This is an optimization exercise on Yosys and OpenROAD, whose aim is small area, a short achievable clock period and few clock cycles per item, not a production implementation.
Function was checked by simulation only, so behaviour that the tests miss may differ from the original.
No activity file was given, so power comes from the tool's default toggle rates.

### flow/design.v
module SNN(
	clk,
	rst_n,
	in_valid,
	img,
	ker,
	weight,
	out_valid,
	out_data
);
input clk;
input rst_n;
input in_valid;
input [7:0] img;
input [7:0] ker;
input [7:0] weight;
output reg out_valid;
output reg [9:0] out_data;
integer i;
reg [6:0] fsm_cnt_r, fsm_cnt_w;
reg [7:0] img_r [0:17];
reg [7:0] img_w [0:17];
reg [7:0] ker_r [0:8];
reg [7:0] ker_w [0:8];
reg [7:0] weight_r [0:3];
reg [7:0] weight_w [0:3];
reg [4:0] in_img_pr;
always @(*) begin
	if(fsm_cnt_r == 75) begin
		fsm_cnt_w = 0;
	end
	else if(in_valid || fsm_cnt_r != 0) begin
		fsm_cnt_w = fsm_cnt_r + 1;
	end
	else begin 
		fsm_cnt_w = fsm_cnt_r;
	end
end
always @(posedge clk, negedge rst_n) begin
	if(!rst_n) begin
		fsm_cnt_r <= 0;
	end
	else begin
		fsm_cnt_r <= fsm_cnt_w;
	end
end
always @(*) begin
	case(fsm_cnt_r)
		0, 18, 36, 54: in_img_pr = 0;
		1, 19, 37, 55: in_img_pr = 1;
		2, 20, 38, 56: in_img_pr = 2;
		3, 21, 39, 57: in_img_pr = 3;
		4, 22, 40, 58: in_img_pr = 4;
		5, 23, 41, 59: in_img_pr = 5;
		6, 24, 42, 60: in_img_pr = 6;
		7, 25, 43, 61: in_img_pr = 7;
		8, 26, 44, 62: in_img_pr = 8;
		9, 27, 45, 63: in_img_pr = 9;
		10, 28, 46, 64: in_img_pr = 10;
		11, 29, 47, 65: in_img_pr = 11;
		12, 30, 48, 66: in_img_pr = 12;
		13, 31, 49, 67: in_img_pr = 13;
		14, 32, 50, 68: in_img_pr = 14;
		15, 33, 51, 69: in_img_pr = 15;
		16, 34, 52, 70: in_img_pr = 16;
		17, 35, 53, 71: in_img_pr = 17;
		default:  in_img_pr = 0;
	endcase
end
always @(*) begin
	for(i=0; i<18; i=i+1) img_w[i] = img_r[i];
	if(in_valid) begin
		img_w[in_img_pr] = img;
	end
end
always @(*) begin
	for(i=0; i<9; i=i+1) begin
		if(fsm_cnt_r == i && in_valid) begin
			ker_w[i] = ker;
		end
		else begin
			ker_w[i] = ker_r[i];
		end
	end
end
always @(*) begin
	for(i=0; i<4; i=i+1) begin
		if(fsm_cnt_r == i && in_valid) begin
			weight_w[i] = weight;
		end
		else begin
			weight_w[i] = weight_r[i];
		end
	end
end
always @(posedge clk, negedge rst_n) begin
	if(!rst_n) begin
		for(i=0; i<18; i=i+1) img_r[i] <= 0;
		for(i=0; i<9; i=i+1) ker_r[i] <= 0;
		for(i=0; i<4; i=i+1) weight_r[i] <= 0;
	end
	else begin
		for(i=0; i<18; i=i+1) img_r[i] <= img_w[i];
		for(i=0; i<9; i=i+1) ker_r[i] <= ker_w[i];
		for(i=0; i<4; i=i+1) weight_r[i] <= weight_w[i];
	end
end
reg [4:0] conv_pr;
reg [7:0] conv_multi_in [0:8];
wire [15:0] conv_multi [0:8];
wire [16:0] conv_add_1 [0:3];
wire [17:0] conv_add_2 [0:1];
wire [18:0] conv_add_3;
reg [19:0] conv_r, conv_w;
reg [2:0] conv_cnt6_r, conv_cnt6_w;
reg conv_flg_r;
wire conv_flg_w;
always @(*) begin
	if(fsm_cnt_r > 49) begin
		conv_pr =  fsm_cnt_r - 50;
	end
	else begin
		conv_pr = fsm_cnt_r - 14;
	end
end
always @(*) begin
    case(conv_pr) 
		0: conv_multi_in[0] = img_r[0];
        1: conv_multi_in[0] = img_r[1];
        2: conv_multi_in[0] = img_r[2];
        3: conv_multi_in[0] = img_r[3];
        6: conv_multi_in[0] = img_r[6];
        7: conv_multi_in[0] = img_r[7];
        8: conv_multi_in[0] = img_r[8];
        9: conv_multi_in[0] = img_r[9];
        12: conv_multi_in[0] = img_r[12];
        13: conv_multi_in[0] = img_r[13];
        14: conv_multi_in[0] = img_r[14];
        15: conv_multi_in[0] = img_r[15];
		18: conv_multi_in[0] = img_r[0];
        19: conv_multi_in[0] = img_r[1];
        20: conv_multi_in[0] = img_r[2];
        21: conv_multi_in[0] = img_r[3];
		22: conv_multi_in[0] = img_r[0];
		23: conv_multi_in[0] = img_r[1];
		24: conv_multi_in[0] = img_r[0];
		25: conv_multi_in[0] = img_r[1];
		26: conv_multi_in[0] = img_r[0];
		27: conv_multi_in[0] = img_r[1];
		28: conv_multi_in[0] = img_r[0];
		29: conv_multi_in[0] = img_r[1];
		30: conv_multi_in[0] = img_r[0];
		31: conv_multi_in[0] = img_r[1];
		default: conv_multi_in[0] = 0;
    endcase
end
always @(*) begin
    case(conv_pr) 
		0: conv_multi_in[1] = img_r[1];
        1: conv_multi_in[1] = img_r[2];
        2: conv_multi_in[1] = img_r[3];
        3: conv_multi_in[1] = img_r[4];
        6: conv_multi_in[1] = img_r[7];
        7: conv_multi_in[1] = img_r[8];
        8: conv_multi_in[1] = img_r[9];
        9: conv_multi_in[1] = img_r[10];
        12: conv_multi_in[1] = img_r[13];
        13: conv_multi_in[1] = img_r[14];
        14: conv_multi_in[1] = img_r[15];
        15: conv_multi_in[1] = img_r[16];
		18: conv_multi_in[1] = img_r[1];
        19: conv_multi_in[1] = img_r[2];
        20: conv_multi_in[1] = img_r[3];
        21: conv_multi_in[1] = img_r[4];
		22: conv_multi_in[1] = img_r[1];
		23: conv_multi_in[1] = img_r[2];
		24: conv_multi_in[1] = img_r[1];
		25: conv_multi_in[1] = img_r[2];
		26: conv_multi_in[1] = img_r[1];
		27: conv_multi_in[1] = img_r[2];
		28: conv_multi_in[1] = img_r[1];
		29: conv_multi_in[1] = img_r[2];
		30: conv_multi_in[1] = img_r[1];
		31: conv_multi_in[1] = img_r[2];
		default: conv_multi_in[1] = 0;
    endcase
end
always @(*) begin
    case(conv_pr) 
		0: conv_multi_in[2] = img_r[2];
        1: conv_multi_in[2] = img_r[3];
        2: conv_multi_in[2] = img_r[4];
        3: conv_multi_in[2] = img_r[5];
        6: conv_multi_in[2] = img_r[8];
        7: conv_multi_in[2] = img_r[9];
        8: conv_multi_in[2] = img_r[10];
        9: conv_multi_in[2] = img_r[11];
        12: conv_multi_in[2] = img_r[14];
        13: conv_multi_in[2] = img_r[15];
        14: conv_multi_in[2] = img_r[16];
        15: conv_multi_in[2] = img_r[17];
		18: conv_multi_in[2] = img_r[2];
        19: conv_multi_in[2] = img_r[3];
        20: conv_multi_in[2] = img_r[4];
        21: conv_multi_in[2] = img_r[5];
		22: conv_multi_in[2] = img_r[2];
		23: conv_multi_in[2] = img_r[3];
		24: conv_multi_in[2] = img_r[2];
		25: conv_multi_in[2] = img_r[3];
		26: conv_multi_in[2] = img_r[2];
		27: conv_multi_in[2] = img_r[3];
		28: conv_multi_in[2] = img_r[2];
		29: conv_multi_in[2] = img_r[3];
		30: conv_multi_in[2] = img_r[2];
		31: conv_multi_in[2] = img_r[3];
		default: conv_multi_in[2] = 0;
    endcase
end
always @(*) begin
    case(conv_pr) 
		0: conv_multi_in[3] = img_r[6];
        1: conv_multi_in[3] = img_r[7];
        2: conv_multi_in[3] = img_r[8];
        3: conv_multi_in[3] = img_r[9];
        6: conv_multi_in[3] = img_r[12];
        7: conv_multi_in[3] = img_r[13];
        8: conv_multi_in[3] = img_r[14];
        9: conv_multi_in[3] = img_r[15];
        12: conv_multi_in[3] = img_r[0];
        13: conv_multi_in[3] = img_r[1];
        14: conv_multi_in[3] = img_r[2];
        15: conv_multi_in[3] = img_r[3];
		18: conv_multi_in[3] = img_r[6];
        19: conv_multi_in[3] = img_r[7];
        20: conv_multi_in[3] = img_r[8];
        21: conv_multi_in[3] = img_r[9];
		22: conv_multi_in[3] = img_r[6];
		23: conv_multi_in[3] = img_r[7];
		24: conv_multi_in[3] = img_r[6];
		25: conv_multi_in[3] = img_r[7];
		26: conv_multi_in[3] = img_r[6];
		27: conv_multi_in[3] = img_r[7];
		28: conv_multi_in[3] = img_r[6];
		29: conv_multi_in[3] = img_r[7];
		30: conv_multi_in[3] = img_r[6];
		31: conv_multi_in[3] = img_r[7];
		default: conv_multi_in[3] = 0;
    endcase
end
always @(*) begin
    case(conv_pr) 
		0: conv_multi_in[4] = img_r[7];
        1: conv_multi_in[4] = img_r[8];
        2: conv_multi_in[4] = img_r[9];
        3: conv_multi_in[4] = img_r[10];
        6: conv_multi_in[4] = img_r[13];
        7: conv_multi_in[4] = img_r[14];
        8: conv_multi_in[4] = img_r[15];
        9: conv_multi_in[4] = img_r[16];
        12: conv_multi_in[4] = img_r[1];
        13: conv_multi_in[4] = img_r[2];
        14: conv_multi_in[4] = img_r[3];
        15: conv_multi_in[4] = img_r[4];
		18: conv_multi_in[4] = img_r[7];
        19: conv_multi_in[4] = img_r[8];
        20: conv_multi_in[4] = img_r[9];
        21: conv_multi_in[4] = img_r[10];
		22: conv_multi_in[4] = img_r[7];
		23: conv_multi_in[4] = img_r[8];
		24: conv_multi_in[4] = img_r[7];
		25: conv_multi_in[4] = img_r[8];
		26: conv_multi_in[4] = img_r[7];
		27: conv_multi_in[4] = img_r[8];
		28: conv_multi_in[4] = img_r[7];
		29: conv_multi_in[4] = img_r[8];
		30: conv_multi_in[4] = img_r[7];
		31: conv_multi_in[4] = img_r[8];
		default: conv_multi_in[4] = 0;
    endcase
end
always @(*) begin
    case(conv_pr) 
		0: conv_multi_in[5] = img_r[8];
        1: conv_multi_in[5] = img_r[9];
        2: conv_multi_in[5] = img_r[10];
        3: conv_multi_in[5] = img_r[11];
        6: conv_multi_in[5] = img_r[14];
        7: conv_multi_in[5] = img_r[15];
        8: conv_multi_in[5] = img_r[16];
        9: conv_multi_in[5] = img_r[17];
        12: conv_multi_in[5] = img_r[2];
        13: conv_multi_in[5] = img_r[3];
        14: conv_multi_in[5] = img_r[4];
        15: conv_multi_in[5] = img_r[5];
		18: conv_multi_in[5] = img_r[8];
        19: conv_multi_in[5] = img_r[9];
        20: conv_multi_in[5] = img_r[10];
        21: conv_multi_in[5] = img_r[11];
		22: conv_multi_in[5] = img_r[8];
		23: conv_multi_in[5] = img_r[9];
		24: conv_multi_in[5] = img_r[8];
		25: conv_multi_in[5] = img_r[9];
		26: conv_multi_in[5] = img_r[8];
		27: conv_multi_in[5] = img_r[9];
		28: conv_multi_in[5] = img_r[8];
		29: conv_multi_in[5] = img_r[9];
		30: conv_multi_in[5] = img_r[8];
		31: conv_multi_in[5] = img_r[9];
		default: conv_multi_in[5] = 0;
    endcase
end
always @(*) begin
    case(conv_pr) 
		0: conv_multi_in[6] = img_r[12];
        1: conv_multi_in[6] = img_r[13];
        2: conv_multi_in[6] = img_r[14];
        3: conv_multi_in[6] = img_r[15];
        6: conv_multi_in[6] = img_r[0];
        7: conv_multi_in[6] = img_r[1];
        8: conv_multi_in[6] = img_r[2];
        9: conv_multi_in[6] = img_r[3];
        12: conv_multi_in[6] = img_r[6];
        13: conv_multi_in[6] = img_r[7];
        14: conv_multi_in[6] = img_r[8];
        15: conv_multi_in[6] = img_r[9];
		18: conv_multi_in[6] = img_r[12];
        19: conv_multi_in[6] = img_r[13];
        20: conv_multi_in[6] = img_r[14];
        21: conv_multi_in[6] = img_r[15];
		22: conv_multi_in[6] = img_r[12];
		23: conv_multi_in[6] = img_r[13];
		24: conv_multi_in[6] = img_r[12];
		25: conv_multi_in[6] = img_r[13];
		26: conv_multi_in[6] = img_r[12];
		27: conv_multi_in[6] = img_r[13];
		28: conv_multi_in[6] = img_r[12];
		29: conv_multi_in[6] = img_r[13];
		30: conv_multi_in[6] = img_r[12];
		31: conv_multi_in[6] = img_r[13];
		default: conv_multi_in[6] = 0;
    endcase
end
always @(*) begin
    case(conv_pr) 
		0: conv_multi_in[7] = img_r[13];
        1: conv_multi_in[7] = img_r[14];
        2: conv_multi_in[7] = img_r[15];
        3: conv_multi_in[7] = img_r[16];
        6: conv_multi_in[7] = img_r[1];
        7: conv_multi_in[7] = img_r[2];
        8: conv_multi_in[7] = img_r[3];
        9: conv_multi_in[7] = img_r[4];
        12: conv_multi_in[7] = img_r[7];
        13: conv_multi_in[7] = img_r[8];
        14: conv_multi_in[7] = img_r[9];
        15: conv_multi_in[7] = img_r[10];
		18: conv_multi_in[7] = img_r[13];
        19: conv_multi_in[7] = img_r[14];
        20: conv_multi_in[7] = img_r[15];
        21: conv_multi_in[7] = img_r[16];
		22: conv_multi_in[7] = img_r[13];
		23: conv_multi_in[7] = img_r[14];
		24: conv_multi_in[7] = img_r[13];
		25: conv_multi_in[7] = img_r[14];
		26: conv_multi_in[7] = img_r[13];
		27: conv_multi_in[7] = img_r[14];
		28: conv_multi_in[7] = img_r[13];
		29: conv_multi_in[7] = img_r[14];
		30: conv_multi_in[7] = img_r[13];
		31: conv_multi_in[7] = img_r[14];
		default: conv_multi_in[7] = 0;
    endcase
end
always @(*) begin
	conv_multi_in[8] = img;
end
assign conv_multi[0] = conv_multi_in[0] * ker_r[0];
assign conv_multi[1] = conv_multi_in[1] * ker_r[1];
assign conv_multi[2] = conv_multi_in[2] * ker_r[2];
assign conv_multi[3] = conv_multi_in[3] * ker_r[3];
assign conv_multi[4] = conv_multi_in[4] * ker_r[4];
assign conv_multi[5] = conv_multi_in[5] * ker_r[5];
assign conv_multi[6] = conv_multi_in[6] * ker_r[6];
assign conv_multi[7] = conv_multi_in[7] * ker_r[7];
assign conv_multi[8] = conv_multi_in[8] * ker_r[8];
assign conv_add_1[0] = conv_multi[0] + conv_multi[1];
assign conv_add_1[1] = conv_multi[2] + conv_multi[3];
assign conv_add_1[2] = conv_multi[4] + conv_multi[5];
assign conv_add_1[3] = conv_multi[6] + conv_multi[7];
assign conv_add_2[0] = conv_add_1[0] + conv_add_1[1];
assign conv_add_2[1] = conv_add_1[2] + conv_add_1[3];
assign conv_add_3    = conv_add_2[0] + conv_add_2[1];
always @(*) begin
	if(conv_cnt6_r == 5) begin
		conv_cnt6_w = 0;
	end
	else if(in_valid) begin
		conv_cnt6_w = conv_cnt6_r + 1;
	end
	else begin
		conv_cnt6_w = conv_cnt6_r;
	end
end
assign conv_flg_w = (conv_cnt6_r == 2 || conv_cnt6_r == 3 || conv_cnt6_r == 4 || conv_cnt6_r == 5);
always @(*) begin
	if(((fsm_cnt_r > 13 && fsm_cnt_r < 36) || (fsm_cnt_r > 49 && fsm_cnt_r < 72)) && (conv_cnt6_r == 2 || conv_cnt6_r == 3 || conv_cnt6_r == 4 || conv_cnt6_r == 5)) begin
		conv_w = conv_add_3 + conv_multi[8];
	end
	else begin
		conv_w = conv_r;
	end
end
always @(posedge clk, negedge rst_n) begin
	if(!rst_n) begin
		conv_cnt6_r <= 0;
		conv_flg_r <= 0;
	end
	else begin
		conv_cnt6_r <= conv_cnt6_w;
		conv_flg_r <= conv_flg_w;
	end
end
always @(posedge clk, negedge rst_n) begin
	if(!rst_n) begin
		conv_r <= 0;
	end
	else begin
		conv_r <= conv_w;
	end
end
wire [7:0] quan_div_1;
reg [2:0] pool_cnt_r, pool_cnt_w;
reg [7:0] pool_r [0:1];
reg [7:0] pool_w [0:1];
reg pool_flg_r, pool_flg_w;
assign quan_div_1 = conv_r / 2295;
always @(*) begin
	if(conv_flg_r) begin
		pool_cnt_w = pool_cnt_r + 1;
	end
	else begin
		pool_cnt_w = pool_cnt_r;
	end
end
always @(*) begin
	for(i=0; i<2; i=i+1) pool_w[i] = pool_r[i];
	if((fsm_cnt_r > 14 && fsm_cnt_r < 38) || (fsm_cnt_r > 50 && fsm_cnt_r < 74)) begin
		case(pool_cnt_r)
			0: begin
				if(pool_flg_r == 0)  begin
					pool_w[0] = quan_div_1;
				end
			end 
			2: pool_w[1] = quan_div_1;
			1, 4, 5: begin
				if(conv_flg_r && (quan_div_1 > pool_r[0])) begin
					pool_w[0] = quan_div_1;
				end
			end
			3, 6, 7: begin
				if(quan_div_1 > pool_r[1]) begin
					pool_w[1] = quan_div_1;
				end
			end
		endcase
	end
end
always @(*) begin
	if(pool_cnt_r == 5 || pool_cnt_r == 6 || pool_cnt_r == 7 || (pool_cnt_r == 0 && (conv_cnt6_r == 1 || fsm_cnt_r == 73))) begin
		pool_flg_w = 1;
	end
	else begin
		pool_flg_w = 0;
	end
end
always @(posedge clk, negedge rst_n) begin
	if(!rst_n) begin
		pool_cnt_r <= 0;
	end
	else begin
		pool_cnt_r <= pool_cnt_w;
	end
end
always @(posedge clk, negedge rst_n) begin
	if(!rst_n) begin
		for(i=0; i<2; i=i+1) pool_r[i] <= 0;
	end
	else begin
		for(i=0; i<2; i=i+1) pool_r[i] <= pool_w[i];
	end
end
always @(posedge clk, negedge rst_n) begin
	if(!rst_n) begin
		pool_flg_r <= 0;
	end
	else begin
		pool_flg_r <= pool_flg_w;
	end
end
reg [2:0] fc_cnt_r, fc_cnt_w;
reg [7:0] fc_multi_in1, fc_multi_in2;
wire [15:0] fc_add_in1;
reg [15:0] fc_add_in2;
wire [16:0] fc_add;
reg [16:0] fc_tmp_r [0:1];
reg [16:0] fc_tmp_w [0:1];
always @(*) begin
	if(((fsm_cnt_r > 15 && fsm_cnt_r < 39) || fsm_cnt_r > 58) && pool_flg_r) begin
		fc_cnt_w = fc_cnt_r + 1;
	end
	else begin
		fc_cnt_w = fc_cnt_r;
	end
end
always @(*) begin
	case(fc_cnt_r)
		0, 1, 4, 5: fc_multi_in1 = pool_r[0];
		2, 3, 6, 7: fc_multi_in1 = pool_r[1];
	endcase
end
always @(*) begin
	case(fc_cnt_r)
		0, 4: fc_multi_in2 = weight_r[0];
		1, 5: fc_multi_in2 = weight_r[1];
		2, 6: fc_multi_in2 = weight_r[2];
		3, 7: fc_multi_in2 = weight_r[3];
	endcase
end
assign fc_add_in1 = fc_multi_in1 * fc_multi_in2;
always @(*) begin
	case(fc_cnt_r)
		0, 1, 4, 5: fc_add_in2 = 0;
		2, 6: fc_add_in2 = fc_tmp_r[0];
		3, 7: fc_add_in2 = fc_tmp_r[1];
	endcase
end
assign fc_add = fc_add_in1 + fc_add_in2;
always @(*) begin
	for(i=0; i<2; i=i+1) fc_tmp_w[i] = fc_tmp_r[i];
	case(fc_cnt_r)
		0, 2, 4, 6: fc_tmp_w[0] = fc_add;
		1, 3, 5, 7: fc_tmp_w[1] = fc_add;
	endcase
end
always @(posedge clk, negedge rst_n) begin
	if(!rst_n) begin
		fc_cnt_r <= 0;
		for(i=0; i<2; i=i+1) fc_tmp_r[i] <= 0;
	end
	else begin
		fc_cnt_r <= fc_cnt_w;
		for(i=0; i<2; i=i+1) fc_tmp_r[i] <= fc_tmp_w[i];
	end
end
wire [7:0] quan_div_2;
reg [1:0] quan2_cnt_r, quan2_cnt_w;
reg [7:0] sub_1_r [0:3];
reg [7:0] sub_1_w [0:3];
assign quan_div_2 = fc_add / 510;
always @(*) begin
	case(fc_cnt_r)
		2, 3, 6, 7: quan2_cnt_w = quan2_cnt_r + 1;
		0, 1, 4, 5: quan2_cnt_w = quan2_cnt_r;
	endcase
end
always @(*) begin
	for(i=0; i<4; i=i+1) sub_1_w[i] = sub_1_r[i];
	if(fsm_cnt_r < 39) begin
		sub_1_w[quan2_cnt_r] = quan_div_2;
	end
end
always @(posedge clk, negedge rst_n) begin
	if(!rst_n) begin
		quan2_cnt_r <= 0;
		for(i=0; i<4; i=i+1) sub_1_r[i] <= 0;
	end
	else begin
		quan2_cnt_r <= quan2_cnt_w;
		for(i=0; i<4; i=i+1) sub_1_r[i] <= sub_1_w[i];
	end
end
reg [7:0] dist_cmp_in1, dist_cmp_in2;
reg [7:0] dist_sub_in1, dist_sub_in2;
wire [7:0] dist_sub;
wire [9:0] dist_add;
reg [9:0] dist_tmp_r, dist_tmp_w;
always @(*) begin
	case(fc_cnt_r)
		2: dist_cmp_in1 = sub_1_r[0];
		3: dist_cmp_in1 = sub_1_r[1];
		6: dist_cmp_in1 = sub_1_r[2];
		7: dist_cmp_in1 = sub_1_r[3];
		default: dist_cmp_in1 = sub_1_r[0];
	endcase
end
always @(*) begin
	dist_cmp_in2 = quan_div_2;
end
always @(*) begin
	if(dist_cmp_in1 > dist_cmp_in2) begin
		dist_sub_in1 = dist_cmp_in1;
		dist_sub_in2 = dist_cmp_in2;
	end
	else begin
		dist_sub_in1 = dist_cmp_in2;
		dist_sub_in2 = dist_cmp_in1;
	end
end
assign dist_sub = dist_sub_in1 - dist_sub_in2;
assign dist_add = dist_sub + dist_tmp_r;
always @(*) begin
	case(fc_cnt_r)
		7: dist_tmp_w = 0;
		2, 3, 6: dist_tmp_w = dist_add;
		default: dist_tmp_w = dist_tmp_r;
	endcase
end
always @(posedge clk, negedge rst_n) begin
	if(!rst_n) begin
		dist_tmp_r <= 0;
	end
	else begin
		dist_tmp_r <= dist_tmp_w;
	end
end
reg [9:0] act_tmp;
reg out_valid_w;
reg [9:0] out_data_w;
always @(*) begin
	if(dist_add < 16) begin
		act_tmp = 0;
	end
	else begin
		act_tmp = dist_add;
	end
end
always @(*) begin
	if(fsm_cnt_r == 74) begin
		out_valid_w = 1;
		out_data_w = act_tmp;
	end
	else begin
		out_valid_w = 0;
		out_data_w = 0;
	end
end
always @(posedge clk, negedge rst_n) begin
	if(!rst_n) begin
		out_valid <= 0;
		out_data <= 0;
	end
	else begin
		out_valid <= out_valid_w;
		out_data <= out_data_w;
	end
end
endmodule
### flow/config.mk
export PLATFORM = sky130hd
export DESIGN_NAME = SNN
export DESIGN_NICKNAME = SNN
export VERILOG_FILES = /design/flow/design.v
export SDC_FILE = /design/flow/constraint.sdc
export NUM_CORES = 4
export LEC_CHECK = 0
export CAP_MARGIN = 20
export CORE_MARGIN = 2
export CORE_UTILIZATION = 40
export SLEW_MARGIN = 20
### flow/constraint.sdc
create_clock -name core_clock -period 15.0 [get_ports {clk}]
set_input_delay 3.0000 -clock core_clock [delete_from_list [all_inputs] [get_ports {clk}]]
set_output_delay 3.0000 -clock core_clock [all_outputs]
set_load 0.01 [all_outputs]
### flow/run.sh
#!/bin/bash
# synth_recipe.tcl (not shown) runs the flow's synth.tcl, then flattens the netlist and writes it again
# the make line also repeats each setting of config.mk as NAME=value (left out here)
make -C /OpenROAD-flow-scripts/flow DESIGN_CONFIG=/design/flow/config.mk WORK_HOME=/design/flow/orfs CLKGATE_MAP_FILE= SYNTH_SCRIPT=/design/flow/synth_recipe.tcl finish
==> run notes <==
cell usage in the layout, fill, tap and decap left out, types with 21 or more instances in the layout:
cell type / instances
nand4_1: 22
inv_1: 745
o21bai_1: 22
nor2_1: 215
mux2i_1: 25
or2_2: 21
xnor2_1: 58
nand2b_1: 268
buf_4: 431
ha_1: 339
o21ai_0: 141
a211oi_1: 62
o21a_1: 21
nand3_1: 177
a22oi_1: 335
a21o_1: 32
a21oi_1: 144
o21ai_1: 25
a31oi_1: 29
dfrtp_1: 389
xor2_1: 24
clkbuf_16: 49
and2_1: 65
fa_1: 590
mux2_2: 267
nand2_1: 287
clkdlybuf4s50_1: 36
nor3_1: 29
nor2b_1: 290
Yosys cell counts (all sizes together) (8+ instances only):
library cell  instances
a211o                15
nor4                 22
mux2                267
nand2               293
a21o                 33
o211ai               13
o22ai                11
nand3               185
nand3b               19
inv                 762
and3                 25
nor2b               293
and2                 74
a222oi               10
a22oi               338
a31oi                35
buf                  57
nand4                23
xnor2                66
a21boi               13
a22o                 12
nand2b              268
mux2i                29
o31ai                12
a211oi               84
a21oi               160
xor2                 28
or3                  17
a32oi                10
fa                  596
o21bai               23
a2111oi               9
nor3b                 8
or2                  28
o21ai               179
nor2                229
dfrtp               389
a32o                  9
o311ai               11
clkbuf              201
nor3                 44
ha                  354
a221oi                9
o21a                 22
metal layers:
layer,global-route usage [%],vias up
met5,0,-
met2,37.6,1420
met3,3.71,245
li1,-,18800
met4,7.18,0
met1,33.4,20700
through the flow:
step / setup slack [ns] / TNS [ns] / instance area (µm²) / instances / hold slack (ns)
finish: 0.576 / 0 / 58300 / 7360 / 0.480
global placement: -0.336 / -2.55 / 54900 / 7234 / 0.463
CTS: 0.00904 / 0 / 57100 / 7327 / 0.484
detailed placement: -0.593 / -5.80 / 54900 / 7234 / 0.470
global route: -0.169 / -0.929 / 58300 / 7359 / 0.503
floorplan: 0.0849 / 0 / 50300 / 5393 / 0.450
power by group through the flow:
stage / Combinational, µW / Clock [µW] / Sequential (µW)
2_1_floorplan: 5340 / 0 / 1330
3_3_place_gp: 10200 / 0 / 1390
3_5_place_dp: 10200 / 0 / 1390
4_1_cts: 10500 / 1430 / 1380
5_1_grt: 13100 / 1470 / 1400
6_report: 12000 / 1400 / 1380
state kept, by name, indices dropped and copies added, names as in the netlist:
register,count
conv_cnt6_r,3
conv_flg_r,1
conv_r,20
dist_tmp_r,10
fc_cnt_r,3
fc_tmp_r,32
fsm_cnt_r,7
img_r,144
ker_r,72
out_data,10
out_valid,1
pool_cnt_r,3
pool_flg_r,1
pool_r,16
quan2_cnt_r,2
sub_1_r,32
weight_r,32
worst max-delay path: cells and delay by family, from the launching register on:
kind / cells / cell delay, ns
xor+xnor: 3 / 0.41
simple gates: 18 / 3.62
mux: 2 / 0.42
fa+ha+maj: 10 / 3.31
compound gates: 26 / 4.44
flops: 1 / 0.41
buf+inv: 14 / 1.67
worst paths after layout:
kind | from | to | slack (ns) | cells after the start
hold reg to reg | fc_tmp_r[0][5]$_DFFE_PN0N_ | fc_tmp_r[0][5]$_DFFE_PN0N_ | 0.48 | 2
hold / removal | fc_tmp_r[0][5]$_DFFE_PN0N_ | fc_tmp_r[0][5]$_DFFE_PN0N_ | 0.48 | 2
max in group asynchronous | rst_n | out_data[3]$_DFF_PN0_ | 10.20 | 3
setup / recovery | fc_cnt_r[1]$_DFFE_PN0P_ | out_data[0]$_DFF_PN0_ | 0.58 | 73
setup reg to reg | fc_cnt_r[1]$_DFFE_PN0P_ | out_data[0]$_DFF_PN0_ | 0.58 | 73
min in group asynchronous | rst_n | ker_r[7][1]$_DFFE_PN0P_ | 2.31 | 1
layout make-up:
cell class | instances | area share, %
Multi-Input combinational cell | 3982 | 65.1
Sequential cell | 389 | 16.7
Timing Repair Buffer | 482 | 6.48
Inverter | 764 | 4.92
Tap cell | 1650 | 3.54
Clock buffer | 56 | 2.25
Clock inverter | 36 | 1.03
Antenna cell | 1 | 0.00429
kinds of logic after synthesis:
| logic type | Yosys count | share of synthesized area (%) |
|---|---|---|
| xor gates and xnor gates | 94 | 1.67 |
| AOI/OAI and AO/OA | 1087 | 15.4 |
| adders and majority gates | 955 | 32.7 |
| muxes | 296 | 6.59 |
| DFF | 389 | 19.4 |
| buffers and inverters | 1022 | 7.79 |
| and+or+nand+nor | 1550 | 16.5 |
what timing repair did:
action	4_1_cts	5_1_grt
pin swaps	9	115
buffers inserted	1	32
endpoints found under the setup margin	15	18
resized for setup	46	215
==> flow_summary.ini <==
[power]
power.density_nw_per_um2 = 254
p_sw_share_pct = 47.0
p_clk_share_pct = 9.4
ir_drop_mv = 0.550
seq_power_share_pct = 9.3
p_sw_uw = 6960
p_comb_share_pct = 81.2
intPower_uw = 7860
power.total_uw = 14800
p_leak_uw = 0.0274

[worst_setup_path]
worstSetupEndpointType = flip-flop
cp_slowest_stage_delay_ns = 0.55
cp_data_required_time_ns = 15.51
critPathMaxFanout = 7
crit_type = flip-flop to flip-flop
crit_slowest_cell = or4_4
cp-start-kind = flip-flop
cpMostUsedCell = buf_4
arrival_ns = 14.93

[clocking]
htreeDepth = 2
cts_buffers = 49
cts_buffer_depth = 3
cts.sinks = 389
cts.hold.buffers_added = 0
clkTransAtPathRegs_ns = 0.06
cts_root_buf = clkbuf_16
cts_tree = done
clkLatencyLatePin_ns = 0.69

[status]
status = complete, no violations

[place]
portBuffers = 37
place_hpwl_um = 118000
gp_congestion = 0.919

[timing]
skew_ns = 0.0728
hold_violations = 0
finalCriticalPeriod_ns = 14.42
period_share_pct = 96.2
maxSlewHeadroom_pct = 25.2
setup_viol = 0
tightest_slew_ns = 1.12
report.final.slew_viol_count = 0
timing.fmax_mhz = 69.3

[grt]
antenna_found_initial = 4
overflow = 0
grt_max_degree = 94
grt_pass1_vias = 41000
grt_util_all_layers_pct = 23.7
grt_pass1_wl_um = 239000

[yosys]
syn_nets = 6370
ys_ff_latch = 389
synth-async-reset-ratio_pct = 100
synth_flop_cell = dfrtp_1
synth_area_um2 = 50300
synthTopCellsByArea = fa_1, dfrtp_1, ha_1, mux2_2, inv_1
yosysTopAreaCellShare_pct = 23.7
yosysUniqueCellTypes = 118
synth_top_cell_by_area = fa_1
synth_warnings = 14
synth_cells = 5393
syn_area_per_cell_um2 = 9.32
synth_edf_count = 0
yosysSeqAreaShare_pct = 19.4

[job]
drv_cap = 0

[final_layout]
seqCellArea_um2 = 9730
final_nets = 6645
drive_above_1_share_pct = 19.2
final_core_util_pct = 46.6
syn2layout_area_growth_pct = 16.0
nFillCells = 11800
multiInputGateArea_um2 = 37900

[route]
drtAntennaViolNets = 0
num_vias = 41100
top_layer = met4
wl_met3_um = 10200
vias_per_cell = 5.59
routedWlPerCell_um = 20.7
met2_length_um = 70300
drc = 0
drt-pass1-iter-count = 6
wirelength_um = 152000
met1Wirelength_um = 67100
drtIter0Drc = 3728

[floorplanning]
die_area_um2 = 128000
ios = 38
fp.dieW_um = 358
start_util_pct = 40.2
fp.dieH_um = 358
rows = 130
core-area_um2 = 125000

[hold_path]
hold_class = flip-flop to flip-flop
Testbench counts, summed over its fixed seeds: cycles 24,320, items 320.

afterwards: timing with drivers on the ports:
In the flow no input, the clock included, has a driving cell. The finished layout below was timed again as built, in two steps. Step 1 (the two cells are an assumption about what drives the block):
set clk [get_ports {clk}]
set_driving_cell -lib_cell sky130_fd_sc_hd__clkbuf_16 $clk
set_driving_cell -lib_cell sky130_fd_sc_hd__buf_2 [delete_from_list [all_inputs] $clk]
Step 2 also shifts input and output timing later by t, the mid clock arrival at the registers, as if the neighbouring blocks saw the same clock. a / b / c = ideal ports / drivers / drivers and shift; a / b = the first two.
shift t [ns]: 0.738
setup slack, ns: 0.576 / 0.576 / 0.576
hold slack, ns: 0.480 / 0.480 / 0.480
worst slew at a driven data input, ns: 0.10
pins driven straight from the clock port: 1
After both steps this run still meets setup and hold. For this run, drivers alone change the setup slack by 0.000 ns; drivers and shift together by 0.000 ns.
